Source: an optimization exercise on an open RTL-to-GDS flow (aim: small area, a short achievable clock period and few clock cycles per item). Production flows keep margins and buffers that such runs may drop. Function was checked by simulation only, so behaviour that the tests miss may differ from the original.

File: flow/config.mk
export PLATFORM = sky130hd
export DESIGN_NAME = arctan
export DESIGN_NICKNAME = arctan
export VERILOG_FILES = /design/flow/design.v
export SDC_FILE = /design/flow/constraint.sdc
export NUM_CORES = 4
export LEC_CHECK = 0
export ABC_AREA = 1
export CAP_MARGIN = 20
export CORE_MARGIN = 2
export CORE_UTILIZATION = 40
export CTS_CLUSTER_DIAMETER = 80
export CTS_CLUSTER_SIZE = 35
export SETUP_SLACK_MARGIN = 2.5
export SLEW_MARGIN = 20
File: flow/constraint.sdc
create_clock -name core_clock -period 5.0 [get_ports {s00_axis_aclk}]
set_input_delay 1.0000 -clock core_clock [delete_from_list [all_inputs] [get_ports {s00_axis_aclk}]]
set_output_delay 1.0000 -clock core_clock [all_outputs]
set_load 0.01 [all_outputs]
File: flow/design.v
module arctan #
	(
		parameter integer C_S00_AXIS_TDATA_WIDTH	= 32,
		parameter integer C_M00_AXIS_TDATA_WIDTH	= 32,
    parameter integer ITERATIONS = 16
	)
	(
		input wire  s00_axis_aclk, s00_axis_aresetn,
		input wire  s00_axis_tlast, s00_axis_tvalid,
		input wire [C_S00_AXIS_TDATA_WIDTH-1 : 0] s00_axis_tdata,
		input wire [(C_S00_AXIS_TDATA_WIDTH/8)-1: 0] s00_axis_tstrb,
		output logic  s00_axis_tready,
		input wire  m00_axis_aclk, m00_axis_aresetn,
		input wire  m00_axis_tready,
		output logic  m00_axis_tvalid, m00_axis_tlast,
		output logic [C_M00_AXIS_TDATA_WIDTH-1 : 0] m00_axis_tdata,
		output logic [(C_M00_AXIS_TDATA_WIDTH/8)-1: 0] m00_axis_tstrb
	);
  logic sv;   
  logic ov;   
  wire adv = ~sv;
  logic rdy;   
  assign s00_axis_tready = rdy;
  wire signed [15:0] x_in = s00_axis_tdata[15:0];
  wire signed [15:0] y_in = s00_axis_tdata[31:16];
  logic s0_v;
  logic [4:0] s0_side;
  logic signed [15:0] s0_x, s0_y;
  logic [1:0] s0_q;
  logic [0:0] s0_b;
  logic s1_v;
  logic [4:0] s1_side;
  logic signed [15:0] s1_x, s1_y;
  logic [1:0] s1_q;
  logic [1:0] s1_b;
  logic s2_v;
  logic [4:0] s2_side;
  logic signed [15:0] s2_x, s2_y;
  logic [1:0] s2_q;
  logic [2:0] s2_b;
  logic s3_v;
  logic [4:0] s3_side;
  logic signed [15:0] s3_x, s3_y;
  logic [1:0] s3_q;
  logic [3:0] s3_b;
  logic s4_v;
  logic [4:0] s4_side;
  logic signed [15:0] s4_x, s4_y;
  logic [1:0] s4_q;
  logic [4:0] s4_b;
  logic s5_v;
  logic [4:0] s5_side;
  logic signed [15:0] s5_x, s5_y;
  logic [1:0] s5_q;
  logic [5:0] s5_b;
  logic s6_v;
  logic [4:0] s6_side;
  logic signed [15:0] s6_x, s6_y;
  logic [1:0] s6_q;
  logic [6:0] s6_b;
  logic s7_v;
  logic [4:0] s7_side;
  logic signed [15:0] s7_x, s7_y;
  logic [1:0] s7_q;
  logic [7:0] s7_b;
  logic s8_v;
  logic [4:0] s8_side;
  logic signed [15:0] s8_x, s8_y;
  logic [1:0] s8_q;
  logic [8:0] s8_b;
  logic s9_v;
  logic [4:0] s9_side;
  logic signed [15:0] s9_x, s9_y;
  logic [1:0] s9_q;
  logic [9:0] s9_b;
  logic s10_v;
  logic [4:0] s10_side;
  logic signed [15:0] s10_x, s10_y;
  logic [1:0] s10_q;
  logic [10:0] s10_b;
  logic s11_v;
  logic [4:0] s11_side;
  logic signed [15:0] s11_x, s11_y;
  logic [1:0] s11_q;
  logic [11:0] s11_b;
  logic s12_v;
  logic [4:0] s12_side;
  logic signed [15:0] s12_x, s12_y;
  logic [1:0] s12_q;
  logic [12:0] s12_b;
  logic s13_v;
  logic [4:0] s13_side;
  logic signed [15:0] s13_x, s13_y;
  logic [3:0] s13_kpc;
  logic signed [18:0] s13_kk;
  logic [1:0] s13_q;
  logic [13:0] s13_b;
  logic s14_v;
  logic [4:0] s14_side;
  logic signed [18:0] s14_r;
  logic signed [4:0] s14_pc;
  logic [1:0] s14_bl;
  wire c0_neg = x_in[15];
  wire c0_yneg = y_in[15];
  logic signed [15:0] c0_xf, c0_yf;
  assign c0_xf = (x_in ^ {16{c0_neg}}) + 16'(c0_neg);
  assign c0_yf = (y_in ^ {16{c0_neg}}) + 16'(c0_neg);
  wire c0_dn0 = ~c0_yf[15];   
  logic [0:0] c0_b;
  assign c0_b = {c0_dn0};
  always_ff @(posedge s00_axis_aclk) begin
    if (s00_axis_aresetn == 1'b0) s0_v <= 1'b0;
    else if (adv) s0_v <= s00_axis_tvalid;
  end
  always_ff @(posedge s00_axis_aclk) begin
    if (adv) begin
      s0_x <= c0_xf;
      s0_y <= c0_yf;
      s0_q <= {c0_neg, c0_yneg};
      s0_b <= c0_b;
      s0_side <= {s00_axis_tlast, s00_axis_tstrb};
    end
  end
  wire c1_d0 = s0_b[0];   
  logic signed [15:0] c1_x1, c1_y1;
  logic signed [15:0] c1_x1_op;
  assign c1_x1_op = (s0_y >>> 0);
  logic [16:0] c1_x1_s;
  assign c1_x1_s = {s0_x, 1'b1} + {c1_x1_op ^ {16{s0_y[15]}}, s0_y[15]};
  assign c1_x1 = c1_x1_s[16:1];
  logic signed [15:0] c1_y1_op;
  assign c1_y1_op = (s0_x >>> 0);
  logic [16:0] c1_y1_s;
  assign c1_y1_s = {s0_y, 1'b1} + {c1_y1_op ^ {16{c1_d0}}, c1_d0};
  assign c1_y1 = c1_y1_s[16:1];
  wire c1_dn1 = ~c1_y1[15];   
  logic [1:0] c1_b;
  assign c1_b = {c1_dn1, s0_b};
  always_ff @(posedge s00_axis_aclk) begin
    if (s00_axis_aresetn == 1'b0) s1_v <= 1'b0;
    else if (adv) s1_v <= s0_v;
  end
  always_ff @(posedge s00_axis_aclk) begin
    if (adv) begin
      s1_x <= c1_x1;
      s1_y <= c1_y1;
      s1_q <= s0_q;
      s1_b <= c1_b;
      s1_side <= s0_side;
    end
  end
  wire c2_d1 = s1_b[1];   
  logic signed [15:0] c2_x2, c2_y2;
  logic signed [15:0] c2_x2_op;
  assign c2_x2_op = (s1_y >>> 1);
  logic [16:0] c2_x2_s;
  assign c2_x2_s = {s1_x, 1'b1} + {c2_x2_op ^ {16{s1_y[15]}}, s1_y[15]};
  assign c2_x2 = c2_x2_s[16:1];
  logic signed [15:0] c2_y2_op;
  assign c2_y2_op = (s1_x >>> 1);
  logic [16:0] c2_y2_s;
  assign c2_y2_s = {s1_y, 1'b1} + {c2_y2_op ^ {16{c2_d1}}, c2_d1};
  assign c2_y2 = c2_y2_s[16:1];
  wire c2_dn2 = ~c2_y2[15];   
  logic [2:0] c2_b;
  assign c2_b = {c2_dn2, s1_b};
  always_ff @(posedge s00_axis_aclk) begin
    if (s00_axis_aresetn == 1'b0) s2_v <= 1'b0;
    else if (adv) s2_v <= s1_v;
  end
  always_ff @(posedge s00_axis_aclk) begin
    if (adv) begin
      s2_x <= c2_x2;
      s2_y <= c2_y2;
      s2_q <= s1_q;
      s2_b <= c2_b;
      s2_side <= s1_side;
    end
  end
  wire c3_d2 = s2_b[2];   
  logic signed [15:0] c3_x3, c3_y3;
  logic signed [15:0] c3_x3_op;
  assign c3_x3_op = (s2_y >>> 2);
  logic [16:0] c3_x3_s;
  assign c3_x3_s = {s2_x, 1'b1} + {c3_x3_op ^ {16{s2_y[15]}}, s2_y[15]};
  assign c3_x3 = c3_x3_s[16:1];
  logic signed [15:0] c3_y3_op;
  assign c3_y3_op = (s2_x >>> 2);
  logic [16:0] c3_y3_s;
  assign c3_y3_s = {s2_y, 1'b1} + {c3_y3_op ^ {16{c3_d2}}, c3_d2};
  assign c3_y3 = c3_y3_s[16:1];
  wire c3_dn3 = ~c3_y3[15];   
  logic [3:0] c3_b;
  assign c3_b = {c3_dn3, s2_b};
  always_ff @(posedge s00_axis_aclk) begin
    if (s00_axis_aresetn == 1'b0) s3_v <= 1'b0;
    else if (adv) s3_v <= s2_v;
  end
  always_ff @(posedge s00_axis_aclk) begin
    if (adv) begin
      s3_x <= c3_x3;
      s3_y <= c3_y3;
      s3_q <= s2_q;
      s3_b <= c3_b;
      s3_side <= s2_side;
    end
  end
  wire c4_d3 = s3_b[3];   
  logic signed [15:0] c4_x4, c4_y4;
  logic signed [15:0] c4_x4_op;
  assign c4_x4_op = (s3_y >>> 3);
  logic [16:0] c4_x4_s;
  assign c4_x4_s = {s3_x, 1'b1} + {c4_x4_op ^ {16{s3_y[15]}}, s3_y[15]};
  assign c4_x4 = c4_x4_s[16:1];
  logic signed [15:0] c4_y4_op;
  assign c4_y4_op = (s3_x >>> 3);
  logic [16:0] c4_y4_s;
  assign c4_y4_s = {s3_y, 1'b1} + {c4_y4_op ^ {16{c4_d3}}, c4_d3};
  assign c4_y4 = c4_y4_s[16:1];
  wire c4_dn4 = ~c4_y4[15];   
  logic [4:0] c4_b;
  assign c4_b = {c4_dn4, s3_b};
  always_ff @(posedge s00_axis_aclk) begin
    if (s00_axis_aresetn == 1'b0) s4_v <= 1'b0;
    else if (adv) s4_v <= s3_v;
  end
  always_ff @(posedge s00_axis_aclk) begin
    if (adv) begin
      s4_x <= c4_x4;
      s4_y <= c4_y4;
      s4_q <= s3_q;
      s4_b <= c4_b;
      s4_side <= s3_side;
    end
  end
  wire c5_d4 = s4_b[4];   
  logic signed [15:0] c5_x5, c5_y5;
  logic signed [15:0] c5_x5_op;
  assign c5_x5_op = (s4_y >>> 4);
  logic [16:0] c5_x5_s;
  assign c5_x5_s = {s4_x, 1'b1} + {c5_x5_op ^ {16{s4_y[15]}}, s4_y[15]};
  assign c5_x5 = c5_x5_s[16:1];
  logic signed [15:0] c5_y5_op;
  assign c5_y5_op = (s4_x >>> 4);
  logic [16:0] c5_y5_s;
  assign c5_y5_s = {s4_y, 1'b1} + {c5_y5_op ^ {16{c5_d4}}, c5_d4};
  assign c5_y5 = c5_y5_s[16:1];
  wire c5_dn5 = ~c5_y5[15];   
  logic [5:0] c5_b;
  assign c5_b = {c5_dn5, s4_b};
  always_ff @(posedge s00_axis_aclk) begin
    if (s00_axis_aresetn == 1'b0) s5_v <= 1'b0;
    else if (adv) s5_v <= s4_v;
  end
  always_ff @(posedge s00_axis_aclk) begin
    if (adv) begin
      s5_x <= c5_x5;
      s5_y <= c5_y5;
      s5_q <= s4_q;
      s5_b <= c5_b;
      s5_side <= s4_side;
    end
  end
  wire c6_d5 = s5_b[5];   
  logic signed [15:0] c6_x6, c6_y6;
  logic signed [15:0] c6_x6_op;
  assign c6_x6_op = (s5_y >>> 5);
  logic [16:0] c6_x6_s;
  assign c6_x6_s = {s5_x, 1'b1} + {c6_x6_op ^ {16{s5_y[15]}}, s5_y[15]};
  assign c6_x6 = c6_x6_s[16:1];
  logic signed [15:0] c6_y6_op;
  assign c6_y6_op = (s5_x >>> 5);
  logic [16:0] c6_y6_s;
  assign c6_y6_s = {s5_y, 1'b1} + {c6_y6_op ^ {16{c6_d5}}, c6_d5};
  assign c6_y6 = c6_y6_s[16:1];
  wire c6_dn6 = ~c6_y6[15];   
  logic [6:0] c6_b;
  assign c6_b = {c6_dn6, s5_b};
  always_ff @(posedge s00_axis_aclk) begin
    if (s00_axis_aresetn == 1'b0) s6_v <= 1'b0;
    else if (adv) s6_v <= s5_v;
  end
  always_ff @(posedge s00_axis_aclk) begin
    if (adv) begin
      s6_x <= c6_x6;
      s6_y <= c6_y6;
      s6_q <= s5_q;
      s6_b <= c6_b;
      s6_side <= s5_side;
    end
  end
  wire c7_d6 = s6_b[6];   
  logic signed [15:0] c7_x7, c7_y7;
  logic signed [15:0] c7_x7_op;
  assign c7_x7_op = (s6_y >>> 6);
  logic [16:0] c7_x7_s;
  assign c7_x7_s = {s6_x, 1'b1} + {c7_x7_op ^ {16{s6_y[15]}}, s6_y[15]};
  assign c7_x7 = c7_x7_s[16:1];
  logic signed [15:0] c7_y7_op;
  assign c7_y7_op = (s6_x >>> 6);
  logic [16:0] c7_y7_s;
  assign c7_y7_s = {s6_y, 1'b1} + {c7_y7_op ^ {16{c7_d6}}, c7_d6};
  assign c7_y7 = c7_y7_s[16:1];
  wire c7_dn7 = ~c7_y7[15];   
  logic [7:0] c7_b;
  assign c7_b = {c7_dn7, s6_b};
  always_ff @(posedge s00_axis_aclk) begin
    if (s00_axis_aresetn == 1'b0) s7_v <= 1'b0;
    else if (adv) s7_v <= s6_v;
  end
  always_ff @(posedge s00_axis_aclk) begin
    if (adv) begin
      s7_x <= c7_x7;
      s7_y <= c7_y7;
      s7_q <= s6_q;
      s7_b <= c7_b;
      s7_side <= s6_side;
    end
  end
  wire c8_d7 = s7_b[7];   
  logic signed [15:0] c8_x8, c8_y8;
  logic signed [15:0] c8_x8_op;
  assign c8_x8_op = (s7_y >>> 7);
  logic [16:0] c8_x8_s;
  assign c8_x8_s = {s7_x, 1'b1} + {c8_x8_op ^ {16{s7_y[15]}}, s7_y[15]};
  assign c8_x8 = c8_x8_s[16:1];
  logic signed [15:0] c8_y8_op;
  assign c8_y8_op = (s7_x >>> 7);
  logic [16:0] c8_y8_s;
  assign c8_y8_s = {s7_y, 1'b1} + {c8_y8_op ^ {16{c8_d7}}, c8_d7};
  assign c8_y8 = c8_y8_s[16:1];
  wire c8_dn8 = ~c8_y8[15];   
  logic [8:0] c8_b;
  assign c8_b = {c8_dn8, s7_b};
  always_ff @(posedge s00_axis_aclk) begin
    if (s00_axis_aresetn == 1'b0) s8_v <= 1'b0;
    else if (adv) s8_v <= s7_v;
  end
  always_ff @(posedge s00_axis_aclk) begin
    if (adv) begin
      s8_x <= c8_x8;
      s8_y <= c8_y8;
      s8_q <= s7_q;
      s8_b <= c8_b;
      s8_side <= s7_side;
    end
  end
  wire c9_d8 = s8_b[8];   
  logic signed [15:0] c9_x9, c9_y9;
  logic signed [15:0] c9_x9_op;
  assign c9_x9_op = (s8_y >>> 8);
  logic [16:0] c9_x9_s;
  assign c9_x9_s = {s8_x, 1'b1} + {c9_x9_op ^ {16{s8_y[15]}}, s8_y[15]};
  assign c9_x9 = c9_x9_s[16:1];
  logic signed [15:0] c9_y9_op;
  assign c9_y9_op = (s8_x >>> 8);
  logic [16:0] c9_y9_s;
  assign c9_y9_s = {s8_y, 1'b1} + {c9_y9_op ^ {16{c9_d8}}, c9_d8};
  assign c9_y9 = c9_y9_s[16:1];
  wire c9_dn9 = ~c9_y9[15];   
  logic [9:0] c9_b;
  assign c9_b = {c9_dn9, s8_b};
  always_ff @(posedge s00_axis_aclk) begin
    if (s00_axis_aresetn == 1'b0) s9_v <= 1'b0;
    else if (adv) s9_v <= s8_v;
  end
  always_ff @(posedge s00_axis_aclk) begin
    if (adv) begin
      s9_x <= c9_x9;
      s9_y <= c9_y9;
      s9_q <= s8_q;
      s9_b <= c9_b;
      s9_side <= s8_side;
    end
  end
  wire c10_d9 = s9_b[9];   
  logic signed [15:0] c10_x10, c10_y10;
  logic signed [15:0] c10_x10_op;
  assign c10_x10_op = (s9_y >>> 9);
  logic [16:0] c10_x10_s;
  assign c10_x10_s = {s9_x, 1'b1} + {c10_x10_op ^ {16{s9_y[15]}}, s9_y[15]};
  assign c10_x10 = c10_x10_s[16:1];
  logic signed [15:0] c10_y10_op;
  assign c10_y10_op = (s9_x >>> 9);
  logic [16:0] c10_y10_s;
  assign c10_y10_s = {s9_y, 1'b1} + {c10_y10_op ^ {16{c10_d9}}, c10_d9};
  assign c10_y10 = c10_y10_s[16:1];
  wire c10_dn10 = ~c10_y10[15];   
  logic [10:0] c10_b;
  assign c10_b = {c10_dn10, s9_b};
  always_ff @(posedge s00_axis_aclk) begin
    if (s00_axis_aresetn == 1'b0) s10_v <= 1'b0;
    else if (adv) s10_v <= s9_v;
  end
  always_ff @(posedge s00_axis_aclk) begin
    if (adv) begin
      s10_x <= c10_x10;
      s10_y <= c10_y10;
      s10_q <= s9_q;
      s10_b <= c10_b;
      s10_side <= s9_side;
    end
  end
  wire c11_d10 = s10_b[10];   
  logic signed [15:0] c11_x11, c11_y11;
  logic signed [15:0] c11_x11_op;
  assign c11_x11_op = (s10_y >>> 10);
  logic [16:0] c11_x11_s;
  assign c11_x11_s = {s10_x, 1'b1} + {c11_x11_op ^ {16{s10_y[15]}}, s10_y[15]};
  assign c11_x11 = c11_x11_s[16:1];
  logic signed [15:0] c11_y11_op;
  assign c11_y11_op = (s10_x >>> 10);
  logic [16:0] c11_y11_s;
  assign c11_y11_s = {s10_y, 1'b1} + {c11_y11_op ^ {16{c11_d10}}, c11_d10};
  assign c11_y11 = c11_y11_s[16:1];
  wire c11_dn11 = ~c11_y11[15];   
  logic [11:0] c11_b;
  assign c11_b = {c11_dn11, s10_b};
  always_ff @(posedge s00_axis_aclk) begin
    if (s00_axis_aresetn == 1'b0) s11_v <= 1'b0;
    else if (adv) s11_v <= s10_v;
  end
  always_ff @(posedge s00_axis_aclk) begin
    if (adv) begin
      s11_x <= c11_x11;
      s11_y <= c11_y11;
      s11_q <= s10_q;
      s11_b <= c11_b;
      s11_side <= s10_side;
    end
  end
  wire c12_d11 = s11_b[11];   
  logic signed [15:0] c12_x12, c12_y12;
  logic signed [15:0] c12_x12_op;
  assign c12_x12_op = (s11_y >>> 11);
  logic [16:0] c12_x12_s;
  assign c12_x12_s = {s11_x, 1'b1} + {c12_x12_op ^ {16{s11_y[15]}}, s11_y[15]};
  assign c12_x12 = c12_x12_s[16:1];
  logic signed [15:0] c12_y12_op;
  assign c12_y12_op = (s11_x >>> 11);
  logic [16:0] c12_y12_s;
  assign c12_y12_s = {s11_y, 1'b1} + {c12_y12_op ^ {16{c12_d11}}, c12_d11};
  assign c12_y12 = c12_y12_s[16:1];
  wire c12_dn12 = ~c12_y12[15];   
  logic [12:0] c12_b;
  assign c12_b = {c12_dn12, s11_b};
  always_ff @(posedge s00_axis_aclk) begin
    if (s00_axis_aresetn == 1'b0) s12_v <= 1'b0;
    else if (adv) s12_v <= s11_v;
  end
  always_ff @(posedge s00_axis_aclk) begin
    if (adv) begin
      s12_x <= c12_x12;
      s12_y <= c12_y12;
      s12_q <= s11_q;
      s12_b <= c12_b;
      s12_side <= s11_side;
    end
  end
  wire c13_d12 = s12_b[12];   
  logic signed [15:0] c13_x13, c13_y13;
  logic signed [15:0] c13_x13_op;
  assign c13_x13_op = (s12_y >>> 12);
  logic [16:0] c13_x13_s;
  assign c13_x13_s = {s12_x, 1'b1} + {c13_x13_op ^ {16{s12_y[15]}}, s12_y[15]};
  assign c13_x13 = c13_x13_s[16:1];
  logic signed [15:0] c13_y13_op;
  assign c13_y13_op = (s12_x >>> 12);
  logic [16:0] c13_y13_s;
  assign c13_y13_s = {s12_y, 1'b1} + {c13_y13_op ^ {16{c13_d12}}, c13_d12};
  assign c13_y13 = c13_y13_s[16:1];
  logic signed [18:0] c13_k, c13_k0, c13_k1, c13_k2;
  assign c13_k0 = (s12_b[4] ? (s12_b[3] ? (s12_b[2] ? (s12_b[1] ? (s12_b[0] ? 19'sd53037 : 19'sd1567) : (s12_b[0] ? 19'sd22653 : -19'sd28817)) : (s12_b[1] ? (s12_b[0] ? 19'sd36983 : -19'sd14487) : (s12_b[0] ? 19'sd6599 : -19'sd44871))) : (s12_b[2] ? (s12_b[1] ? (s12_b[0] ? 19'sd44889 : -19'sd6581) : (s12_b[0] ? 19'sd14505 : -19'sd36965)) : (s12_b[1] ? (s12_b[0] ? 19'sd28835 : -19'sd22635) : (s12_b[0] ? -19'sd1549 : -19'sd53019)))) : (s12_b[3] ? (s12_b[2] ? (s12_b[1] ? (s12_b[0] ? 19'sd48947 : -19'sd2523) : (s12_b[0] ? 19'sd18563 : -19'sd32907)) : (s12_b[1] ? (s12_b[0] ? 19'sd32893 : -19'sd18577) : (s12_b[0] ? 19'sd2509 : -19'sd48961))) : (s12_b[2] ? (s12_b[1] ? (s12_b[0] ? 19'sd40799 : -19'sd10671) : (s12_b[0] ? 19'sd10415 : -19'sd41055)) : (s12_b[1] ? (s12_b[0] ? 19'sd24745 : -19'sd26725) : (s12_b[0] ? -19'sd5639 : -19'sd57109)))));
  assign c13_k1 = (s12_b[4] ? (s12_b[3] ? (s12_b[2] ? (s12_b[1] ? (s12_b[0] ? 19'sd155980 : 19'sd104510) : (s12_b[0] ? 19'sd125596 : 19'sd74126)) : (s12_b[1] ? (s12_b[0] ? 19'sd139926 : 19'sd88456) : (s12_b[0] ? 19'sd109542 : 19'sd58072))) : (s12_b[2] ? (s12_b[1] ? (s12_b[0] ? 19'sd147832 : 19'sd96362) : (s12_b[0] ? 19'sd117448 : 19'sd65978)) : (s12_b[1] ? (s12_b[0] ? 19'sd131778 : 19'sd80308) : (s12_b[0] ? 19'sd101394 : 19'sd49924)))) : (s12_b[3] ? (s12_b[2] ? (s12_b[1] ? (s12_b[0] ? 19'sd151890 : 19'sd100420) : (s12_b[0] ? 19'sd121506 : 19'sd70036)) : (s12_b[1] ? (s12_b[0] ? 19'sd135836 : 19'sd84366) : (s12_b[0] ? 19'sd105452 : 19'sd53982))) : (s12_b[2] ? (s12_b[1] ? (s12_b[0] ? 19'sd143742 : 19'sd92272) : (s12_b[0] ? 19'sd113358 : 19'sd61888)) : (s12_b[1] ? (s12_b[0] ? 19'sd127688 : 19'sd76218) : (s12_b[0] ? 19'sd97304 : 19'sd45834)))));
  assign c13_k2 = (s12_b[4] ? (s12_b[3] ? (s12_b[2] ? (s12_b[1] ? (s12_b[0] ? -19'sd49906 : -19'sd101376) : (s12_b[0] ? -19'sd80290 : -19'sd131760)) : (s12_b[1] ? (s12_b[0] ? -19'sd65960 : -19'sd117430) : (s12_b[0] ? -19'sd96344 : -19'sd147814))) : (s12_b[2] ? (s12_b[1] ? (s12_b[0] ? -19'sd58054 : -19'sd109524) : (s12_b[0] ? -19'sd88438 : -19'sd139908)) : (s12_b[1] ? (s12_b[0] ? -19'sd74108 : -19'sd125578) : (s12_b[0] ? -19'sd104492 : -19'sd155962)))) : (s12_b[3] ? (s12_b[2] ? (s12_b[1] ? (s12_b[0] ? -19'sd53996 : -19'sd105466) : (s12_b[0] ? -19'sd84380 : -19'sd135850)) : (s12_b[1] ? (s12_b[0] ? -19'sd70050 : -19'sd121520) : (s12_b[0] ? -19'sd100434 : -19'sd151904))) : (s12_b[2] ? (s12_b[1] ? (s12_b[0] ? -19'sd62144 : -19'sd113614) : (s12_b[0] ? -19'sd92528 : -19'sd143998)) : (s12_b[1] ? (s12_b[0] ? -19'sd78198 : -19'sd129668) : (s12_b[0] ? -19'sd108582 : -19'sd160052)))));
  assign c13_k = s12_q[1] ? (s12_q[0] ? c13_k2 : c13_k1) : c13_k0;
  logic [3:0] c13_pc;
  assign c13_pc = (s12_b[12] ? (s12_b[11] ? (s12_b[10] ? (s12_b[9] ? (s12_b[8] ? (s12_b[7] ? (s12_b[6] ? (s12_b[5] ? 4'd8 : 4'd7) : (s12_b[5] ? 4'd7 : 4'd6)) : (s12_b[6] ? (s12_b[5] ? 4'd7 : 4'd6) : (s12_b[5] ? 4'd6 : 4'd5))) : (s12_b[7] ? (s12_b[6] ? (s12_b[5] ? 4'd7 : 4'd6) : (s12_b[5] ? 4'd6 : 4'd5)) : (s12_b[6] ? (s12_b[5] ? 4'd6 : 4'd5) : (s12_b[5] ? 4'd5 : 4'd4)))) : (s12_b[8] ? (s12_b[7] ? (s12_b[6] ? (s12_b[5] ? 4'd7 : 4'd6) : (s12_b[5] ? 4'd6 : 4'd5)) : (s12_b[6] ? (s12_b[5] ? 4'd6 : 4'd5) : (s12_b[5] ? 4'd5 : 4'd4))) : (s12_b[7] ? (s12_b[6] ? (s12_b[5] ? 4'd6 : 4'd5) : (s12_b[5] ? 4'd5 : 4'd4)) : (s12_b[6] ? (s12_b[5] ? 4'd5 : 4'd4) : (s12_b[5] ? 4'd4 : 4'd3))))) : (s12_b[9] ? (s12_b[8] ? (s12_b[7] ? (s12_b[6] ? (s12_b[5] ? 4'd7 : 4'd6) : (s12_b[5] ? 4'd6 : 4'd5)) : (s12_b[6] ? (s12_b[5] ? 4'd6 : 4'd5) : (s12_b[5] ? 4'd5 : 4'd4))) : (s12_b[7] ? (s12_b[6] ? (s12_b[5] ? 4'd6 : 4'd5) : (s12_b[5] ? 4'd5 : 4'd4)) : (s12_b[6] ? (s12_b[5] ? 4'd5 : 4'd4) : (s12_b[5] ? 4'd4 : 4'd3)))) : (s12_b[8] ? (s12_b[7] ? (s12_b[6] ? (s12_b[5] ? 4'd6 : 4'd5) : (s12_b[5] ? 4'd5 : 4'd4)) : (s12_b[6] ? (s12_b[5] ? 4'd5 : 4'd4) : (s12_b[5] ? 4'd4 : 4'd3))) : (s12_b[7] ? (s12_b[6] ? (s12_b[5] ? 4'd5 : 4'd4) : (s12_b[5] ? 4'd4 : 4'd3)) : (s12_b[6] ? (s12_b[5] ? 4'd4 : 4'd3) : (s12_b[5] ? 4'd3 : 4'd2)))))) : (s12_b[10] ? (s12_b[9] ? (s12_b[8] ? (s12_b[7] ? (s12_b[6] ? (s12_b[5] ? 4'd7 : 4'd6) : (s12_b[5] ? 4'd6 : 4'd5)) : (s12_b[6] ? (s12_b[5] ? 4'd6 : 4'd5) : (s12_b[5] ? 4'd5 : 4'd4))) : (s12_b[7] ? (s12_b[6] ? (s12_b[5] ? 4'd6 : 4'd5) : (s12_b[5] ? 4'd5 : 4'd4)) : (s12_b[6] ? (s12_b[5] ? 4'd5 : 4'd4) : (s12_b[5] ? 4'd4 : 4'd3)))) : (s12_b[8] ? (s12_b[7] ? (s12_b[6] ? (s12_b[5] ? 4'd6 : 4'd5) : (s12_b[5] ? 4'd5 : 4'd4)) : (s12_b[6] ? (s12_b[5] ? 4'd5 : 4'd4) : (s12_b[5] ? 4'd4 : 4'd3))) : (s12_b[7] ? (s12_b[6] ? (s12_b[5] ? 4'd5 : 4'd4) : (s12_b[5] ? 4'd4 : 4'd3)) : (s12_b[6] ? (s12_b[5] ? 4'd4 : 4'd3) : (s12_b[5] ? 4'd3 : 4'd2))))) : (s12_b[9] ? (s12_b[8] ? (s12_b[7] ? (s12_b[6] ? (s12_b[5] ? 4'd6 : 4'd5) : (s12_b[5] ? 4'd5 : 4'd4)) : (s12_b[6] ? (s12_b[5] ? 4'd5 : 4'd4) : (s12_b[5] ? 4'd4 : 4'd3))) : (s12_b[7] ? (s12_b[6] ? (s12_b[5] ? 4'd5 : 4'd4) : (s12_b[5] ? 4'd4 : 4'd3)) : (s12_b[6] ? (s12_b[5] ? 4'd4 : 4'd3) : (s12_b[5] ? 4'd3 : 4'd2)))) : (s12_b[8] ? (s12_b[7] ? (s12_b[6] ? (s12_b[5] ? 4'd5 : 4'd4) : (s12_b[5] ? 4'd4 : 4'd3)) : (s12_b[6] ? (s12_b[5] ? 4'd4 : 4'd3) : (s12_b[5] ? 4'd3 : 4'd2))) : (s12_b[7] ? (s12_b[6] ? (s12_b[5] ? 4'd4 : 4'd3) : (s12_b[5] ? 4'd3 : 4'd2)) : (s12_b[6] ? (s12_b[5] ? 4'd3 : 4'd2) : (s12_b[5] ? 4'd2 : 4'd1))))))) : (s12_b[11] ? (s12_b[10] ? (s12_b[9] ? (s12_b[8] ? (s12_b[7] ? (s12_b[6] ? (s12_b[5] ? 4'd7 : 4'd6) : (s12_b[5] ? 4'd6 : 4'd5)) : (s12_b[6] ? (s12_b[5] ? 4'd6 : 4'd5) : (s12_b[5] ? 4'd5 : 4'd4))) : (s12_b[7] ? (s12_b[6] ? (s12_b[5] ? 4'd6 : 4'd5) : (s12_b[5] ? 4'd5 : 4'd4)) : (s12_b[6] ? (s12_b[5] ? 4'd5 : 4'd4) : (s12_b[5] ? 4'd4 : 4'd3)))) : (s12_b[8] ? (s12_b[7] ? (s12_b[6] ? (s12_b[5] ? 4'd6 : 4'd5) : (s12_b[5] ? 4'd5 : 4'd4)) : (s12_b[6] ? (s12_b[5] ? 4'd5 : 4'd4) : (s12_b[5] ? 4'd4 : 4'd3))) : (s12_b[7] ? (s12_b[6] ? (s12_b[5] ? 4'd5 : 4'd4) : (s12_b[5] ? 4'd4 : 4'd3)) : (s12_b[6] ? (s12_b[5] ? 4'd4 : 4'd3) : (s12_b[5] ? 4'd3 : 4'd2))))) : (s12_b[9] ? (s12_b[8] ? (s12_b[7] ? (s12_b[6] ? (s12_b[5] ? 4'd6 : 4'd5) : (s12_b[5] ? 4'd5 : 4'd4)) : (s12_b[6] ? (s12_b[5] ? 4'd5 : 4'd4) : (s12_b[5] ? 4'd4 : 4'd3))) : (s12_b[7] ? (s12_b[6] ? (s12_b[5] ? 4'd5 : 4'd4) : (s12_b[5] ? 4'd4 : 4'd3)) : (s12_b[6] ? (s12_b[5] ? 4'd4 : 4'd3) : (s12_b[5] ? 4'd3 : 4'd2)))) : (s12_b[8] ? (s12_b[7] ? (s12_b[6] ? (s12_b[5] ? 4'd5 : 4'd4) : (s12_b[5] ? 4'd4 : 4'd3)) : (s12_b[6] ? (s12_b[5] ? 4'd4 : 4'd3) : (s12_b[5] ? 4'd3 : 4'd2))) : (s12_b[7] ? (s12_b[6] ? (s12_b[5] ? 4'd4 : 4'd3) : (s12_b[5] ? 4'd3 : 4'd2)) : (s12_b[6] ? (s12_b[5] ? 4'd3 : 4'd2) : (s12_b[5] ? 4'd2 : 4'd1)))))) : (s12_b[10] ? (s12_b[9] ? (s12_b[8] ? (s12_b[7] ? (s12_b[6] ? (s12_b[5] ? 4'd6 : 4'd5) : (s12_b[5] ? 4'd5 : 4'd4)) : (s12_b[6] ? (s12_b[5] ? 4'd5 : 4'd4) : (s12_b[5] ? 4'd4 : 4'd3))) : (s12_b[7] ? (s12_b[6] ? (s12_b[5] ? 4'd5 : 4'd4) : (s12_b[5] ? 4'd4 : 4'd3)) : (s12_b[6] ? (s12_b[5] ? 4'd4 : 4'd3) : (s12_b[5] ? 4'd3 : 4'd2)))) : (s12_b[8] ? (s12_b[7] ? (s12_b[6] ? (s12_b[5] ? 4'd5 : 4'd4) : (s12_b[5] ? 4'd4 : 4'd3)) : (s12_b[6] ? (s12_b[5] ? 4'd4 : 4'd3) : (s12_b[5] ? 4'd3 : 4'd2))) : (s12_b[7] ? (s12_b[6] ? (s12_b[5] ? 4'd4 : 4'd3) : (s12_b[5] ? 4'd3 : 4'd2)) : (s12_b[6] ? (s12_b[5] ? 4'd3 : 4'd2) : (s12_b[5] ? 4'd2 : 4'd1))))) : (s12_b[9] ? (s12_b[8] ? (s12_b[7] ? (s12_b[6] ? (s12_b[5] ? 4'd5 : 4'd4) : (s12_b[5] ? 4'd4 : 4'd3)) : (s12_b[6] ? (s12_b[5] ? 4'd4 : 4'd3) : (s12_b[5] ? 4'd3 : 4'd2))) : (s12_b[7] ? (s12_b[6] ? (s12_b[5] ? 4'd4 : 4'd3) : (s12_b[5] ? 4'd3 : 4'd2)) : (s12_b[6] ? (s12_b[5] ? 4'd3 : 4'd2) : (s12_b[5] ? 4'd2 : 4'd1)))) : (s12_b[8] ? (s12_b[7] ? (s12_b[6] ? (s12_b[5] ? 4'd4 : 4'd3) : (s12_b[5] ? 4'd3 : 4'd2)) : (s12_b[6] ? (s12_b[5] ? 4'd3 : 4'd2) : (s12_b[5] ? 4'd2 : 4'd1))) : (s12_b[7] ? (s12_b[6] ? (s12_b[5] ? 4'd3 : 4'd2) : (s12_b[5] ? 4'd2 : 4'd1)) : (s12_b[6] ? (s12_b[5] ? 4'd2 : 4'd1) : (s12_b[5] ? 4'd1 : 4'd0))))))));
  wire c13_dn13 = ~c13_y13[15];   
  logic [13:0] c13_b;
  assign c13_b = {c13_dn13, s12_b};
  always_ff @(posedge s00_axis_aclk) begin
    if (s00_axis_aresetn == 1'b0) s13_v <= 1'b0;
    else if (adv) s13_v <= s12_v;
  end
  always_ff @(posedge s00_axis_aclk) begin
    if (adv) begin
      s13_x <= c13_x13;
      s13_y <= c13_y13;
      s13_kpc <= c13_pc;
      s13_kk <= c13_k;
      s13_q <= s12_q;
      s13_b <= c13_b;
      s13_side <= s12_side;
    end
  end
  wire c14_d13 = s13_b[13];   
  logic signed [15:0] c14_y14;
  logic signed [15:0] c14_y14_op;
  assign c14_y14_op = (s13_x >>> 13);
  logic [16:0] c14_y14_s;
  assign c14_y14_s = {s13_y, 1'b1} + {c14_y14_op ^ {16{c14_d13}}, c14_d13};
  assign c14_y14 = c14_y14_s[16:1];
  wire c14_d14 = ~c14_y14[15];   
  logic signed [18:0] c14_k;
  assign c14_k = s13_kk;
  logic [18:0] c14_bv;
  assign c14_bv = {1'b0, 1'b0, 1'b0, 1'b0, 1'b0, 1'b0, 1'b0, s13_b[5], s13_b[6], s13_b[7], s13_b[8], s13_b[9], s13_b[10], s13_b[11], s13_b[12], 1'b0, 1'b0, 1'b0, 1'b0};
  logic signed [18:0] c14_r;
  logic [8:0] c14_lo;
  assign c14_lo = {1'b0, c14_k[11:4]} + {1'b0, c14_bv[11:4]};
  logic [6:0] c14_h0, c14_h1;
  assign c14_h0 = c14_k[18:12];
  assign c14_h1 = c14_k[18:12] + 7'd1;
  assign c14_r = {c14_lo[8] ? c14_h1 : c14_h0, c14_lo[7:0], c14_k[3:0]};
  logic [3:0] c14_pc;
  assign c14_pc = s13_kpc;
  logic signed [4:0] c14_t;
  assign c14_t = {3'b000, s13_b[13], s13_b[13]} - {1'b0, c14_pc};
  logic [14:0] c14_b;
  assign c14_b = {c14_d14, s13_b};
  always_ff @(posedge s00_axis_aclk) begin
    if (s00_axis_aresetn == 1'b0) s14_v <= 1'b0;
    else if (adv) s14_v <= s13_v;
  end
  always_ff @(posedge s00_axis_aclk) begin
    if (adv) begin
      s14_r <= c14_r;
      s14_pc <= c14_t;
      s14_bl <= c14_b[14:13];
      s14_side <= s13_side;
    end
  end
  logic signed [18:0] c15_ph;
  logic [18:0] c15_su;
  assign c15_su = {s14_r[18:1], 1'b1} + {18'(s14_pc), s14_bl[1]};
  assign c15_ph = {c15_su[18:1], s14_r[0]};
      logic signed [18:0] o_ph;
      logic signed [18:0] k_ph;
      logic [4:0] o_side, k_side;
      wire push = adv & s14_v;
      wire load_o = m00_axis_tready | ~ov;
      always_ff @(posedge s00_axis_aclk) begin
        if (s00_axis_aresetn == 1'b0) begin
          ov <= 1'b0;
          sv <= 1'b0;
        end else if (load_o) begin
          ov <= sv | push;
          sv <= 1'b0;
        end else begin
          sv <= sv | push;
        end
      end
  always_ff @(posedge s00_axis_aclk) begin
    if (s00_axis_aresetn == 1'b0) rdy <= 1'b1;
    else if (load_o) rdy <= 1'b1;
    else rdy <= ~(sv | push);
  end
      always_ff @(posedge s00_axis_aclk) begin
        if (load_o) begin
          o_ph <= sv ? 19'(k_ph) : c15_ph;
          o_side <= sv ? k_side : s14_side;
        end
        if (adv) begin
          k_ph <= c15_ph;
          k_side <= s14_side;
        end
      end
      assign m00_axis_tvalid = ov;
  logic [3:0] o_sx;
  always_ff @(posedge s00_axis_aclk) begin
    o_sx[0] <= load_o ? (sv ? k_ph[18] : c15_ph[18]) : o_ph[18];
    for (int i = 1; i < 4; i++) o_sx[i] <= load_o ? (sv ? k_ph[18] : c15_ph[18]) : o_sx[i-1];
  end
  assign m00_axis_tdata = {o_sx[3], o_sx[3], o_sx[3], o_sx[2], o_sx[2], o_sx[2], o_sx[1], o_sx[1], o_sx[1], o_sx[0], o_sx[0], o_sx[0], o_sx[0], o_ph};
      assign m00_axis_tlast = o_side[4];
      assign m00_axis_tstrb = o_side[3:0];
    endmodule
File: flow/run.sh
#!/bin/bash
# synth_recipe.tcl (not shown) runs the flow's synth.tcl, then flattens the netlist and writes it again
# the make line also repeats each setting of config.mk as NAME=value (left out here)
make -C /OpenROAD-flow-scripts/flow DESIGN_CONFIG=/design/flow/config.mk WORK_HOME=/design/flow/orfs CLKGATE_MAP_FILE= SYNTH_SCRIPT=/design/flow/synth_recipe.tcl finish
==> results of run 1 <==
==> worst min-delay path by stage <==
stage | slack [ns] | depth (start not counted) | end | startpoint
after global routing | 0.43 | 0 | s2_b[0] | s1_b[0]
after floorplan | 0.40 | 0 | s10_b[0] | s9_b[0]
final | 0.42 | 0 | s2_b[0] | s1_b[0]
after detailed placement | 0.40 | 0 | s11_q[1] | s10_q[1]
after CTS | 0.42 | 0 | s2_b[0] | s1_b[0]
after global placement | 0.40 | 0 | s9_b[3] | s8_b[3]
==> stage by stage <==
step	hold WS [ns]	worst slack [ns]
5_1_grt	0.431	2.44
3_3_place_gp	0.400	1.81
4_1_cts	0.419	2.46
3_5_place_dp	0.405	1.78
6_report	0.418	2.55
2_1_floorplan	0.400	2.37
==> registers in the layout (all words and copies together), names as in the netlist, 19 cells and up <==
register	flops
s14_r	19
k_ph	19
s13_kk	19
o_ph	19
==> worst max-delay path, stage by stage, from the launching register on <==
cell and delay, ns:
edfxtp_1 0.41, buf_4 0.17, buf_4 0.13, xor2_1 0.14, ha_1 0.36, nand2_1 0.09, inv_1 0.08, nand3_1 0.07
o21ai_1 0.36, nand4_1 0.16, nand2_1 0.12, xor2_1 0.22
==> Yosys cell counts, types with 2 or more instances <==
library cell,number
nand3_1,247
nand2_2,3
xnor2_2,2
dfxtp_1,46
nor3_1,57
xor2_4,5
a21oi_1,367
buf_12,2
and3_1,3
o21ai_0,218
a31oi_1,13
or2_2,12
o31ai_1,17
a211oi_1,13
o221ai_1,3
o21bai_1,28
buf_1,8
nand3b_1,24
o211ai_1,18
inv_1,410
o21a_1,4
xnor2_1,125
a32oi_1,3
fa_1,5
buf_4,17
clkinv_1,3
clkbuf_1,24
nor4_1,3
nor2_2,6
xor2_1,563
nor3b_1,9
edfxtp_1,708
and2_1,8
o21ai_1,23
nand2_1,933
o22ai_1,7
nand4_1,25
nor2_1,282
buf_6,2
a21o_1,39
a31o_2,3
a21boi_0,32
buf_2,22
ha_1,378
==> cells by family after synthesis <==
family / Yosys count / synth area share
AOI/OAI and AO/OA: 795 / 0.0956
xor gates and xnor gates: 697 / 0.134
adders and majority gates: 383 / 0.104
buffers and inverters: 489 / 0.0425
DFF: 754 / 0.477
muxes: 1 / 0.000215
and+or+nand+nor: 1620 / 0.146
==> cell type report <==
| type | count | area (µm²) | area share |
|---|---|---|---|
| Clock buffer | 51 | 1280 | 0.0241 |
| Clock inverter | 41 | 736 | 0.0139 |
| Inverter | 414 | 1590 | 0.0301 |
| Multi-Input combinational cell | 3497 | 23100 | 0.436 |
| Sequential cell | 754 | 22200 | 0.420 |
| Tap cell | 1524 | 1910 | 0.0361 |
| Timing Repair Buffer | 224 | 2100 | 0.0397 |
==> per-layer routing <==
layer | vias to the layer above | routed length, µm
met2 | 499 | 48200
met3 | 123 | 2870
li1 | 16700 | -
met4 | 0 | 2530
met1 | 15000 | 45400
met5 | - | 0
==> what timing repair did <==
item	in CTS	in global routing
setup buffers	76	61
gates cloned	1	0
endpoints found under the setup margin	747	164
endpoints found under the hold margin	0	0
gates resized for setup	71	190
pin swaps	4	48
hold buffers	0	0
==> run notes, run 1 <==
- Core area: 116000 µm²
- Post-DP Area: 48900 µm²
- Setup crit start: s0_b
- DRC errors left: 0
- Post-layout util: 0.457
- Worst EP required: about 5.5 ns
- Chip Width: approximately 340 µm
- Tmin final: 2.45 ns
- Synth area leader: edfxtp_1
- Worst slew margin: 0.325
- Post-Syn Area per Cell: 9.81 µm²
- I/O pin cnt: 82
- Post-Syn Instances: 4739
- Most frequent cells in the layout: nand2_1, edfxtp_1, xor2_1, inv_1, ha_1
- Met3 Track Usage GR: 0.0161
- Share of layout cells above drive strength 1: 0.0841
- Final nets: 5366
- Post-route cell area: 52800 µm²
- Register-to-Register Path Depth: 11
- Netlist Area Pre-Place: about 46000 µm²
- GRT met1 Usage: 0.218
- Via count: roughly 32000
- Yosys cell types: 63
- Synth area leaders: edfxtp_1, xor2_1, ha_1, nand2_1, a21oi_1
- Clock Latency Late Sink: between 0.6 and 0.7 ns
- Post-synth top area share: 0.457
- Clock buffer depth: 3
- EDFF count, synth: 708
- Synth Flop Type: edfxtp_1
- Startpoint types: register
- Global-route usage over all layers: 0.164
- CP Capture Type: register
- Wire per inst: 15.2 µm
- Leading cell type in the layout, fill and taps excluded: nand2_1
- Diode count: 0
- Fillers: 10900
- IO buf count: 79
- Initial antenna violation count: 0
- Reg2reg start: s0_b
- Crit path to: s1_y[13]
- Clock slew at reported path FFs: 0.09 ns
- Status: no timing/DRC/antenna violations
- Syn Nets: 5165
- Placed insts: approximately 6300
- CP max FO: 4
- Max-Cap Viols: 0
- Initial core utilization: 0.402
- Die Y: 345 µm
- Clk root buf: clkbuf_16
- Non-filler cells, final: approximately 6500
- Register area share after synthesis: 0.477
- Endpoints failing hold: 0
- Largest net degree at the start of global routing: 182
- Ys Warns: 1
- Final setup viols: 0
- Critical Path AT: 2.95 ns
- CTS buffer count: 49
- Peak Freq: 408 MHz
- Clock skew: 0.0386 ns
- DR vias/cell: 4.96
- Row count: roughly 130
- Met2 usage: 0.282
- DRT Pass-1 Iters: 6
- Worst hold path type: register to register
- Worst R2R Setup Slack: between 2 and 3 ns
- Clk sink count: 754
- Vias in the first global route: 30700
- Measured slew at the worst slew-check pin: around 1 ns
- Post-synthesis async set-or-reset flop share: 0
- Register bit count reported by yosys: ~750
- Critical Setup Path Class: register to register
- Number of H-tree levels: 2
- CTS tree: built
- Setup TNS: 0 ns
- RSZ-0062 raised after global routing: true
- Total grt overflow: 0
- DRT antenna net count: 0
- Dpl hpwl: roughly 74 mm
- DRT Wirelength: 99.0 mm
- Global-route wire length before repair: 159 mm
- P&R area growth vs syn: 13.7%
- Busiest grt layer: met2
- Placer Congestion: 0.875
- R2R Path End: s1_y[13]
- Slew Limit Fails: 0
- Fin crit share: 0.490
- Initial DRC Count: around 2100
- Die footprint: 119000 µm²
Testbench counts, summed over its fixed seeds: cycles 16,128, items 16,000.
==> run 2, diff against run 1 <==
--- a/flow/config.mk
+++ b/flow/config.mk
@@ -11,4 +11,4 @@
 export CORE_UTILIZATION = 40
-export CTS_CLUSTER_DIAMETER = 80
-export CTS_CLUSTER_SIZE = 35
+export CTS_CLUSTER_DIAMETER = 70
+export CTS_CLUSTER_SIZE = 40
 export SETUP_SLACK_MARGIN = 2.5
==> run notes, run 2 <==
- Status: no timing/DRC/antenna violations
- DRT antenna net count: 0
- I/O pin cnt: 82
- Netlist Area Pre-Place: 46500 µm²
- Setup TNS: 0 ns
- Crit-path max cell delay: 0.51 ns
- Global-route usage over all layers: 0.165
- Placer Congestion: just under 0.9
- Post-Syn Instances: 4739
- DR vias/cell: 4.95
- Peak Freq: 413 MHz
- Slew Limit Fails: 0
- Final nets: 5375
- Critical Path AT: slightly below 3 ns
- Post-synth top area share: 0.457
- Critical Setup Path Class: register to register
- Clk sink count: around 750
- Syn Nets: 5165
- Most frequent cell after synthesis: nand2_1
- Largest net degree at the start of global routing: between 150 and 200
- Post-DP Area: 48900 µm²
- Share of layout cells above drive strength 1: 0.0904
- P&R area growth vs syn: 14.9%
- Synth area leaders: edfxtp_1, xor2_1, ha_1, nand2_1, a21oi_1
- Ys Warns: 1
- Cts hold-fix bufs: 0
- Clk root buf: clkbuf_16
- Worst slew margin: 0.349
- Final setup viols: 0
- Placed insts: roughly 6300
- Yosys cell types: 63
- Crit path max-delay cell type: edfxtp_1
- Die footprint: 119000 µm²
- Worst EP required: about 5.5 ns
- DRC errors left: 0
- EDFF count, synth: slightly above 700
- Via count: 32300
- Endpoints failing hold: 0
- Crit-path cells: xor2_4, buf_4, ha_1, nand2_1, nor2_1, nand3_1, nand3_1, a21boi_1, xnor2_1
- Clock slew at reported path FFs: 0.10 ns
- Post-layout util: 0.462
- Worst hold path type: register to register
- Startpoint types: register
- CP Capture Type: register
- Number of H-tree levels: 2
- Register area share after synthesis: 0.477
- Register bit count reported by yosys: 754
- Initial core utilization: 0.402
- Crit-path leading delay family: simple AND/OR/NAND/NOR gates
- Total grt overflow: 0
- CP max FO: 4
- Commonest cells post-synth: nand2_1, edfxtp_1, xor2_1
- Vias in the first global route: 30800
- Fin crit share: 0.485
- Post-synthesis async set-or-reset flop share: 0
- Dpl hpwl: 73.8 mm
- Non-filler cells, final: 6526
- Row count: 125
- Initial DRC Count: 2073
- Max-Cap Viols: 0
- Clock skew: 0.0868 ns
- Tmin final: 2.42 ns
- RSZ-0062 raised after global routing: true
- CTS tree: built
- Post-Syn Area per Cell: 9.81 µm²
- CTS buffer count: 61
- Core area: approximately 120000 µm²
- Most frequent cells in the layout: nand2_1, edfxtp_1, xor2_1, inv_1, ha_1
- Diode count: 0
- Synth area leader: edfxtp_1
- Wire per inst: 15.3 µm
- IO buf count: 79
- Initial antenna violation count: 0
- Critical Path Most Common Cell: nand3_1
- Clock Latency Late Sink: ~0.74 ns
- Synth Flop Type: edfxtp_1
- Leading cell type in the layout, fill and taps excluded: nand2_1
- Post-route cell area: 53400 µm²
- DRT Wirelength: 99.6 mm
- Measured slew at the worst slew-check pin: 0.975 ns
- DRT Pass-1 Iters: 6
- Chip Width: 345 µm
- Worst Path Buf+Inv: 1
- Die Y: 345 µm
- Clock buffer depth: 3
- Global-route wire length before repair: approximately 160 mm
run 2: cell count changes in the layout (fill, tap and decap cells not counted), moves of 4 or more:
cell / delta
inv_12: +6
inv_8: +4
o21ai_0: +4
clkinv_8: +5
clkbuf_16: +11
run 2: area by class of cell:
class                      instances  area [µm²]
clock buffer                      65        1580
clock inverter                    51         950
fill                           10800       62300
inverter                         414        1590
multi-input combinational       3497       23100
sequential                       754       22200
tap                             1524        1910
timing repair buffer             221        2070
run 2: path summary, 6_finish.rpt:
kind / startpoint / to / slack (ns) / depth (start not counted)
setup / recovery: s10_b[10] / s11_y[11] / 2.58 / 9
hold / removal: s13_kk[1] / s14_r[1] / 0.34 / 0
setup reg to reg: s10_b[10] / s11_y[11] / 2.58 / 9
hold reg to reg: s13_kk[1] / s14_r[1] / 0.34 / 0
run 2: cells by family (layout without fill, tap and decap cells):
logic type	after synthesis	in the layout	share of synthesized area
compound gates	795	795	0.0956
mux	1	1	0.000215
fa+ha+maj	383	383	0.104
flops	754	754	0.477
simple gates	1620	1620	0.146
buf+inv	489	751	0.0425
xor+xnor	697	698	0.134
run 2: stage by stage:
step	setup WS, ns	hold slack [ns]
floorplan	2.37	0.400
detailed placement	1.78	0.405
CTS	2.46	0.342
global placement	1.81	0.400
finish	2.58	0.344
global route	2.41	0.350
run 2: what timing repair did:
action / in CTS / in global routing
pin swaps: 4 / 49
gates resized for setup: 74 / 202
cloned: 1 / 0
setup buffers: 78 / 56
endpoints found under the setup margin: 715 / 158
run 2: metal layers:
layer | up-vias | wire length (µm) | track usage
li1 | 16700 | - | -
met1 | 14900 | 45700 | 0.218
met2 | 508 | 48300 | 0.284
met3 | 142 | 2920 | 0.0170
met4 | 0 | 2700 | 0.0512
met5 | - | 0 | 0
==> run 3, diff against run 2 <==
--- a/flow/config.mk
+++ b/flow/config.mk
@@ -13,3 +13,3 @@
 export CTS_CLUSTER_SIZE = 40
-export SETUP_SLACK_MARGIN = 2.5
+export SETUP_SLACK_MARGIN = 2.6
 export SLEW_MARGIN = 20
==> run notes, run 3 <==
- Status: no timing/DRC/antenna violations
- Worst hold path type: register to register
- Syn Nets: a little over 5000
- Max-Cap Viols: 0
- Clock Latency Late Sink: 0.72 ns
- Global-route wire length before repair: 157 mm
- Peak Freq: 413 MHz
- Largest net degree at the start of global routing: around 170
- Final setup viols: 0
- Initial DRC Count: 2196
- IO buf count: 79
- CP max FO: 6
- Mux cell area share after synthesis: 0.000215
- Chip Width: 345 µm
- Register area share after synthesis: 0.477
- DRT Pass-1 Iters: 6
- Slew Limit Fails: 0
- Number of H-tree levels: 2
- Worst slew margin: 0.307
- CP Capture Type: register
- Clk root buf: clkbuf_16
- Clock buffer depth: 3
- Hold WS: approximately 0.37 ns
- Critical Path Most Common Cell: nand2_1
- Critical Setup Path Class: register to register
- Diode count: 0
- Largest family of logic cells by synthesized area: simple AND/OR/NAND/NOR gates
- Clock slew at reported path FFs: 0.09 ns
- Post-Syn Area per Cell: 9.81 µm²
- Crit path max-delay cell type: edfxtp_1
- Compound-cell area share of the yosys netlist: 0.0956
- Global-route usage over all layers: 0.162
- Post-Syn Instances: 4739
- Dpl hpwl: 73.6 mm
- Setup TNS: 0 ns
- Wire per inst: 15.4 µm
- Post-Synth Simple-Gate Area: 0.146
- Final WS setup: 2.58 ns
- Fin crit share: 0.484
- Adder-Cell Fraction of Synth Area: 0.104
- Worst EP required: approximately 5.4 ns
- Startpoint types: register
- I/O pin cnt: 82
- DRT antenna net count: 0
- Row count: 125
- Fillers: 10700
- Vias in the first global route: around 30000
- Ys Warns: 1
- Post-layout util: 0.475
- Die footprint: 119000 µm²
- Netlist Area Pre-Place: 46500 µm²
- Clk sink count: 754
- Post-synthesis async set-or-reset flop share: 0
- Crit-path max cell delay: 0.42 ns
- Total grt overflow: 0
- Synth area leader: edfxtp_1
- Measured slew at the worst slew-check pin: 1.04 ns
- Clock skew: 0.0756 ns
- Core area: 116000 µm²
- Synth area leaders: edfxtp_1, xor2_1, ha_1, nand2_1, a21oi_1
- Yosys cell types: 63
- Leading cell type in the layout, fill and taps excluded: nand2_1
- CTS buffer count: 57
- Share of layout cells above drive strength 1: 0.151
- Endpoints failing hold: 0
- Placer Congestion: 0.894
- DRC errors left: 0
- Most frequent cell after synthesis: nand2_1
- EDFF count, synth: 708
- Initial core utilization: 0.402
- DRT Wirelength: approximately 100 mm
- CTS tree: built
- Post-synth top area share: 0.457
- Pre-CTS setup slack: 1.75 ns
- P&R area growth vs syn: 18.3%
- Worst Path Buf+Inv: 3
- Crit-path leading delay family: buffers and inverters
- Crit-path cells: buf_12, buf_4, buf_4, xor2_1, ha_2, a21oi_2, nor2_1, o21ai_0, nand2_1, a21oi_2, nand2_1, nand2_1, nand2_1
- Via count: around 33000
- DR vias/cell: 4.99
- Commonest cells post-synth: nand2_1, edfxtp_1, xor2_1
- RSZ-0062 raised after global routing: true
- Xor/xnor share of the synthesized area: 0.134
- Final nets: 5454
- Synth Flop Type: edfxtp_1
- Initial antenna violation count: 0
- Tmin final: 2.42 ns
- Die Y: 345 µm
- Most frequent cells in the layout: nand2_1, edfxtp_1, xor2_1, inv_1, ha_1
- Register bit count reported by yosys: 754
- Critical Path AT: 2.85 ns
run 3: cell counts after synthesis:
Identical to the previous run, type by type.
run 3: cell type report:
| cell class | instances | area, µm² | area share |
|---|---|---|---|
| Inverter | 414 | 1590 | 0.0289 |
| Tap cell | 1524 | 1910 | 0.0347 |
| Sequential cell | 754 | 22200 | 0.404 |
| Clock buffer | 59 | 1480 | 0.0268 |
| Timing Repair inverter | 1 | 11.3 | 0.000205 |
| Clock inverter | 49 | 733 | 0.0133 |
| Multi-Input combinational cell | 3498 | 24300 | 0.443 |
| Timing Repair Buffer | 302 | 2740 | 0.0498 |
run 3: logic make-up after synthesis:
family,after synthesis
AO/OA/AOI/OAI,795
XOR/XNOR,697
flip-flops,754
multiplexers,1
buffers and inverters,489
adder cells (fa/ha/maj),383
AND/OR/NAND/NOR,1620
run 3: path summary, 6_finish.rpt:
kind / cells past startpoint / slack [ns] / startpoint / endpoint
worst max register to register: 13 / 2.58 / s1_y[15] / s2_x[14]
worst max-delay path: 13 / 2.58 / s1_y[15] / s2_x[14]
worst min register to register: 0 / 0.37 / s10_b[7] / s11_b[7]
worst min-delay path: 0 / 0.37 / s10_b[7] / s11_b[7]
run 3: routing by layer:
metal  vias up  wire length (µm)  GRT usage
met3       147              3200     0.0176
met1     15400             46000      0.215
met5         -                 0          0
met4         0              2780     0.0492
met2       510             49400      0.280
li1      16900                 -          -
run 3: through the flow:
stage	cell area [µm²]	cells
floorplan	46600	4739
global placement	48900	6273
detailed placement	48900	6273
CTS	52400	6482
global route	55000	6601
finish	55000	6601
run 3: timing repair:
| action | in CTS | in global routing |
|---|---|---|
| resized for setup | 159 | 450 |
| cloned | 2 | 1 |
| setup buffers | 99 | 118 |
| hold buffers | 0 | 0 |
| endpoints found under the setup margin | 857 | 285 |
| pin swaps | 14 | 149 |
==> run 4, diff against run 3 <==
--- a/flow/config.mk
+++ b/flow/config.mk
@@ -10,6 +10,7 @@
 export CORE_MARGIN = 2
-export CORE_UTILIZATION = 40
+export CORE_UTILIZATION = 50
 export CTS_CLUSTER_DIAMETER = 70
 export CTS_CLUSTER_SIZE = 40
-export SETUP_SLACK_MARGIN = 2.6
+export PLACE_DENSITY = 0.7
+export SETUP_SLACK_MARGIN = 2.5
 export SLEW_MARGIN = 20
==> run notes, run 4 <==
- Status: no timing/DRC/antenna violations
- DR vias/cell: 5.24
- Adder-Cell Fraction of Synth Area: 0.104
- Xor/xnor share of the synthesized area: 0.134
- Die footprint: 95400 µm²
- Syn Nets: 5165
- Reg area: 22200 µm²
- DRT antenna net count: 0
- Leading cell type in the layout, fill and taps excluded: nand2_1
- CTS buffer count: 50
- RSZ-0062 raised after global routing: true
- Largest family of logic cells by synthesized area: simple AND/OR/NAND/NOR gates
- Post-Syn Area per Cell: 9.81 µm²
- Ys Warns: 1
- Peak Freq: around 400 MHz
- Clock slew at reported path FFs: 0.10 ns
- Setup TNS: 0 ns
- Core area: 91900 µm²
- Mux cell area share after synthesis: 0.000215
- Initial core utilization: 0.506
- Critical Setup Path Class: register to register
- Reg2reg start: s1_b[1]
- Wire per inst: 15.8 µm
- DRT Wirelength: 98.7 mm
- Final setup viols: 0
- IO buf count: 79
- Register bit count reported by yosys: roughly 750
- Max-Cap Viols: 0
- Dpl hpwl: 72.2 mm
- Worst EP required: approximately 5.4 ns
- Final nets: 5396
- CTS tree: built
- Via count: approximately 33000
- Yosys cell types: 63
- Cts hold-fix bufs: 0
- Commonest cells post-synth: nand2_1, edfxtp_1, xor2_1
- Die Y: 309 µm
- Largest net degree at the start of global routing: 189
- Worst slew margin: 0.314
- Pre-CTS setup slack: 1.75 ns
- Clock buffer depth: 3
- Post-DP Area: just under 50000 µm²
- Fillers: just under 8000
- Setup crit start: s1_b[1]
- Vias in the first global route: 31100
- Share of layout cells above drive strength 1: 0.0992
- Initial DRC Count: 2422
- Critical Path AT: 2.92 ns
- Diode count: 0
- CP max FO: 5
- Global-route usage over all layers: 0.202
- Synth Flop Type: edfxtp_1
- CP Capture Type: register
- Measured slew at the worst slew-check pin: between 1 and 1.5 ns
- Total grt overflow: 0
- Global-route wire length before repair: 157 mm
- Initial antenna violation count: 1
- Row count: 111
- Clk sink count: 754
- Register area share after synthesis: 0.477
- Slew Limit Fails: 0
- Post-Synth Simple-Gate Area: 0.146
- Post-route cell area: 52900 µm²
- Hold wc startpoint: s13_side[4]
- Fin crit share: 0.506
- I/O pin cnt: 82
- Post-synthesis async set-or-reset flop share: 0
- Number of H-tree levels: 2
- Placer Congestion: slightly below 0.9
- Worst hold path type: register to register
- Startpoint types: register
- Final WS setup: 2.47 ns
- Synth area leader: edfxtp_1
- Most frequent cells in the layout: nand2_1, edfxtp_1, xor2_1, inv_1, ha_1
- Most frequent cell after synthesis: nand2_1
- Multi-input gate area: 23300 µm²
- DRT Pass-1 Iters: 6
- Clock skew: 0.0503 ns
- Synth area leaders: edfxtp_1, xor2_1, ha_1, nand2_1, a21oi_1
- Post-Syn Instances: 4739
- Compound-cell area share of the yosys netlist: 0.0956
- DRC errors left: 0
- P&R area growth vs syn: 13.8%
- Netlist Area Pre-Place: 46500 µm²
- Post-synth top area share: 0.457
- EDFF count, synth: 708
- Tmin final: 2.53 ns
- Endpoints failing hold: 0
- Clk root buf: clkbuf_16
- Clock Latency Late Sink: 0.64 ns
- Chip Width: 309 µm
-- run 4: critical path, cell delays in order (launching register included) --
cell and delay (ns):
edfxtp_1 0.54, buf_6 0.21, xor2_1 0.16, ha_1 0.35, nand2_1 0.10, nor2_1 0.13
nand2_1 0.10, nand3_4 0.13, nand2_2 0.07, nand2_2 0.07, nand3b_1 0.14, nand2_1 0.11
nand2_1 0.05, nand2_1 0.09, inv_1 0.04
-- run 4: repair_timing --
| action | CTS | global route |
|---|---|---|
| buffers inserted | 88 | 73 |
| gates resized for setup | 79 | 244 |
| cloned | 0 | 2 |
| setup endpoints to repair | 698 | 170 |
| pin swaps | 9 | 71 |
-- run 4: through the flow --
stage / std cells / utilization / hold WS, ns
2_1_floorplan: 4739 / - / 0.400
3_3_place_gp: 5997 / 0.528 / 0.402
3_5_place_dp: 5997 / 0.528 / 0.405
4_1_cts: 6178 / 0.559 / 0.412
5_1_grt: 6254 / 0.575 / 0.407
6_report: 6254 / 0.575 / 0.414
-- run 4: layout make-up --
type	count	share of cell area
clock buffer	51	0.0241
clock inverter	42	0.0132
inverter	414	0.0300
multi-input combinational	3496	0.441
sequential	754	0.420
tap	1243	0.0294
timing repair buffer	254	0.0429
-- run 4: cells by family (layout without fill, tap and decap cells) --
family	after synthesis	after routing
AOI/OAI and AO/OA	795	795
xor gates and xnor gates	697	697
adders and majority gates	383	383
buffers and inverters	489	761
DFF	754	754
muxes	1	1
and+or+nand+nor	1620	1620
-- run 4: routing by layer --
metal | vias to the layer above | wire, µm | track usage
met4 | 0 | 1990 | 0.0446
met1 | 15300 | 45600 | 0.276
li1 | 16800 | - | -
met2 | 613 | 47200 | 0.347
met3 | 130 | 3900 | 0.0222
met5 | - | 0 | 0
-- run 4: final timing paths --
path	to	slack [ns]	cells past startpoint
hold / removal	s14_side[4]	0.41	0
setup reg to reg	s2_y[15]	2.47	14
setup / recovery	s2_y[15]	2.47	14
hold reg to reg	s14_side[4]	0.41	0

port drivers added, routing unchanged:
The results above use ideal ports. As a check the final layouts listed here were re-extracted and re-timed, cells and wires unchanged.
Step 1: set_driving_cell puts a clkbuf_16 on s00_axis_aclk and a buf_2 on each other input, an assumption about the parent block.
Step 2 moves the port delays by t, midway between the first and last clock arrival at a register: inputs arrive t later, outputs are due t later. That takes back most of the time a late clock gives input paths.
a / b / c = no drivers / after step 1 / after step 2; a / b = the first two.
run	t, ns	slack for setup (ns)	hold WS [ns]	worst data-port slew with drivers (ns)
run 1	0.723	2.550 / 2.531 / 1.940	0.418 / 0.418 / 0.418	0.04
run 2	0.764	2.577 / 2.520 / 1.942	0.344 / 0.344 / 0.344	0.04
run 3	0.746	2.578 / 2.578 / 1.966	0.370 / 0.370 / 0.370	0.04
run 4	0.683	2.471 / 2.471 / 2.045	0.414 / 0.414 / 0.414	0.05
After both steps setup and hold are still met in every run listed. The setup slack of run 2, which loses most, moves by -0.057 ns with the drivers and by -0.635 ns with both steps.
